What follows belongs to an exercise in optimizing a design on an open flow for small area; a production flow would make more cautious choices.
Only simulation tests tie the RTL to the original design; equivalence was not proved.
The flow treats the clock pin as an ideal source. Dropping or thinning the clock tree relies on that and would not hold on a real chip.
Power figures rest on the tool's default switching activity, not on a simulated workload.

## lab6_top
module lab6_top(clk, rst, pulse, one_hz, half_hz, si, steps_per_sec, a, b, c, d, e, f, g, an);
==> module tracker, before the edit <==
module tracker(input clk, input rst, input pulse, input one_hz, input half_hz,
               input [1:0] sel,             
               output si,
               output reg [7:0] steps_per_sec,
               output reg [3:0] digit,
               output reg uscore);
reg p1, p2, p3, o1, o2, o3, h1, h2, h3;
always @(posedge clk) begin
  p1 <= pulse;   p2 <= p1; p3 <= p2;
  o1 <= one_hz;  o2 <= o1; o3 <= o2;
  h1 <= half_hz; h2 <= h1; h3 <= h2;
end
wire step = p2 & ~p3;
wire sec  = o2 & ~o3;
wire half = h2 & ~h3;
function [3:0] inc10(input [3:0] x);
  inc10 = {x[3] ? ~x[0] : (x[2] & x[1] & x[0]),
           x[2] ^ (x[1] & x[0]),
           (x[1] ^ x[0]) & ~x[3],
           ~x[0]};
endfunction
function nine(input [3:0] x);
  nine = x[3] & x[0];
endfunction
reg [3:0] s0, s1, s2, s3;
assign si = s0[3] & s0[1];
wire c0 = nine(s0);
wire c1 = c0 & nine(s1);
wire c2 = c1 & nine(s2);
wire all9 = c2 & nine(s3);    
always @(posedge clk) begin
  if (rst) begin
    s0 <= 4'd0; s1 <= 4'd0; s2 <= 4'd0; s3 <= 4'd0;
  end else if (step) begin
    if (all9) s0 <= 4'b1011;
    else begin
      s0 <= inc10(s0);
      if (c0) s1 <= inc10(s1);
      if (c1) s2 <= inc10(s2);
      if (c2) s3 <= inc10(s3);
    end
  end
end
reg [9:0] lq;
reg half_mile;
reg [3:0] m0, m1;
wire lq_last = lq[9] & ~|lq[8:0];
wire mile_step = lq_last & (s1[0] | s1[1] | s1[2]);
always @(posedge clk) begin
  if (rst) begin
    lq <= 10'b1000000000; half_mile <= 1'b0; m0 <= 4'd0; m1 <= 4'd0;
  end else if (step) begin
    lq <= {lq[8:0], lq[9] ^ lq[6] ^ ~|lq[8:0]};
    if (mile_step) begin
      half_mile <= ~half_mile;
      if (half_mile) begin
        m0 <= inc10(m0);
        if (nine(m0)) m1 <= inc10(m1);
      end
    end
  end
end
reg [7:0] scount;
reg over128;
wire ge64 = over128 | scount[7] | scount[6];
wire gt32 = ge64 | (scount[5] & (|scount[4:0]));
always @(posedge clk) begin
  if (rst) begin
    scount <= 8'd0; over128 <= 1'b0; steps_per_sec <= 8'd0;
  end else if (sec) begin
    scount <= 8'd0; over128 <= 1'b0; steps_per_sec <= scount;
  end else begin
    if (step) scount <= scount + 8'd1;
    if (scount[7]) over128 <= 1'b1;
  end
end
reg [3:0] nsec, nact;
always @(posedge clk) begin
  if (rst) begin
    nsec <= 4'd0; nact <= 4'd0;
  end else if (sec & ~nine(nsec)) begin
    nsec <= nsec + 4'd1;
    if (gt32) nact <= nact + 4'd1;
  end
end
reg [5:0] run;
reg [3:0] t0, t1, t2, t3;
wire is59 = ~run[5] & run[4] & ~run[3] & ~run[1] & ~run[0];
wire is60 = run[5] & ~run[4] & ~run[2] & ~run[1] & ~run[0];
wire t1c6 = t1[3] | t1[2];    
wire [3:0] t1add6 = {~t1[2] & t1[1],
                     ~t1[2] & ~t1[1],
                     (~t1[3] & ~t1[2] & ~t1[1]) | (t1[2] & t1[1]),
                     t1[0]};    
wire u0 = nine(t0);
wire u1 = nine(t1);
wire u2 = nine(t2);
always @(posedge clk) begin
  if (rst) begin
    run <= 6'd0; t0 <= 4'd0; t1 <= 4'd0; t2 <= 4'd0; t3 <= 4'd0;
  end else if (sec) begin
    if (!ge64) run <= 6'd0;
    else begin
      if (!is60) run <= {run[4:0], ~(run[5] ^ run[4])};
      if (is59) begin
        t1 <= t1add6;
        if (t1c6) begin
          t2 <= inc10(t2);
          if (u2) t3 <= inc10(t3);
        end
      end else if (is60) begin
        t0 <= inc10(t0);
        if (u0) begin
          t1 <= inc10(t1);
          if (u1) begin
            t2 <= inc10(t2);
            if (u2) t3 <= inc10(t3);
          end
        end
      end
    end
  end
end
reg [1:0] state;
always @(posedge clk)
  if (rst) state <= 2'd0;
  else if (half) state <= state + 2'd1;
always @(*) begin
  uscore = 1'b0;
  case (state)
    2'd0: case (sel)
            2'd0: digit = s0;
            2'd1: digit = s1;
            2'd2: digit = s2;
            default: digit = s3;
          endcase
    2'd1: case (sel)
            2'd0: digit = {1'b0, half_mile, 1'b0, half_mile};
            2'd1: begin digit = 4'd0; uscore = 1'b1; end
            2'd2: digit = m0;
            default: digit = m1;
          endcase
    2'd2: digit = (sel == 2'd0) ? nact : 4'd0;
    default: case (sel)
            2'd0: digit = t0;
            2'd1: digit = t1;
            2'd2: digit = t2;
            default: digit = t3;
          endcase
  endcase
end
endmodule
==> flow/config.mk <==
export PLATFORM = sky130hd
export DESIGN_NAME = lab6_top
export DESIGN_NICKNAME = lab6_top
export VERILOG_FILES = /design/flow/design.v
export SDC_FILE = /design/flow/constraint.sdc
export NUM_CORES = 4
export LEC_CHECK = 0
export ABC_AREA = 1
export CAP_MARGIN = 0
export CORE_MARGIN = 2
export CORE_UTILIZATION = 75
export PLACE_DENSITY = 0.9
export SLEW_MARGIN = 0
==> flow/constraint.sdc <==
create_clock -name core_clock -period 125.0 [get_ports {clk}]
set_input_delay 25.0000 -clock core_clock [delete_from_list [all_inputs] [get_ports {clk}]]
set_output_delay 25.0000 -clock core_clock [all_outputs]
set_load 0.01 [all_outputs]
standard.sh (not shown) runs the stock make flow with config.mk's settings and CLKGATE_MAP_FILE= SYNTH_SCRIPT=/design/flow/synth_recipe.tcl, a recipe that flattens the netlist after the stock synthesis.
==> flow/flow/run.sh <==
#!/bin/bash
# Own layout flow: the standard flow with an area-oriented ABC script (best of several seeds), no separate adder mapping, plain buf_1 port
# buffers and a two-level inverter clock tree in place of the one CTS builds. Each tool's output is kept in its own log here.
set -euo pipefail
W=$PWD
export OWN_WORK=$W
export OWN_ABC_SCRIPT=$W/flow/abc.scr
export OWN_ABC_SEEDS="1 2 3 4 5 6 7 8 9 10 11 12"
export POST_CTS_TCL=$W/flow/cts_post.tcl
bash standard.sh SYNTH_SCRIPT=$W/flow/synth.tcl \
  ADDER_MAP_FILE= "BUFFER_PORTS_ARGS=-buffer_cell sky130_fd_sc_hd__buf_1" \
  "CTS_ARGS=$(cat $W/flow/cts_args)" \
  finish > $W/flow_make.log 2>&1
Other scripts of this flow, unchanged in this note and not shown: flow/flow/abc.scr, flow/flow/adapt.tcl, flow/flow/cts_args, flow/flow/cts_post.tcl, flow/flow/owntree.tcl, flow/flow/synth.tcl
Next try:
--- a/flow/design.v
+++ b/flow/design.v
@@ -89,15 +89,14 @@
 end
 reg [7:0] scount;
-reg over128;
-wire ge64 = over128 | scount[7] | scount[6];
+reg ge64;   
 wire gt32 = ge64 | (scount[5] & (|scount[4:0]));
 always @(posedge clk) begin
   if (rst) begin
-    scount <= 8'd0; over128 <= 1'b0; steps_per_sec <= 8'd0;
+    scount <= 8'd0; ge64 <= 1'b0; steps_per_sec <= 8'd0;
   end else if (sec) begin
-    scount <= 8'd0; over128 <= 1'b0; steps_per_sec <= scount;
-  end else begin
-    if (step) scount <= scount + 8'd1;
-    if (scount[7]) over128 <= 1'b1;
+    scount <= 8'd0; ge64 <= 1'b0; steps_per_sec <= scount;
+  end else if (step) begin
+    scount <= scount + 8'd1;
+    if (&scount[5:0]) ge64 <= 1'b1;
   end
 end
@@ -106,6 +105,6 @@
   if (rst) begin
     nsec <= 4'd0; nact <= 4'd0;
-  end else if (sec & ~nine(nsec)) begin
-    nsec <= nsec + 4'd1;
+  end else if (sec & ~(nsec[3] & nsec[2])) begin
+    nsec <= {nsec[2:0], ~(nsec[3] ^ nsec[0])};
     if (gt32) nact <= nact + 4'd1;
   end
Outcome:
- The changed run ran to the end with no violations
- routed wire length climbs by 6.9%
- core utilization climbs by 0.63 points
- power climbs by 0.45%
- design area climbs by 0.76%
- critical path depth climbs by 1
- die area climbs by 0.77%
In every run of this note, the design's own scripts or RTL, not TritonCTS, make the clock network.

-- what the ideal ports hide --
Ports are ideal in the flow. The routed layouts listed here were re-timed in OpenROAD.
Step 1 assumes that a clkbuf_16 drives the clock port and a buf_2 every other input.
Step 2 adds t to the input delays and takes it off the output delays; t is the mean of the earliest and latest rising clock arrival at the registers after step 1. Input paths then give back, and output paths get back, about the clock's delay inside the block.
Three values: ideal ports, drivers, drivers and shift; two values: the first two.
run | t (ns) | setup WS [ns] | worst setup path after step 2 | worst register clock-pin slew, ns | pins driven straight from the clock port
the first run | 0.259 | 96.816 / 96.781 / 97.040 | register to output | 0.11 / 0.11 | 1
the second run | 0.256 | 97.016 / 96.980 / 97.236 | register to output | 0.12 / 0.12 | 1
After both steps setup and hold are still met in every run listed.
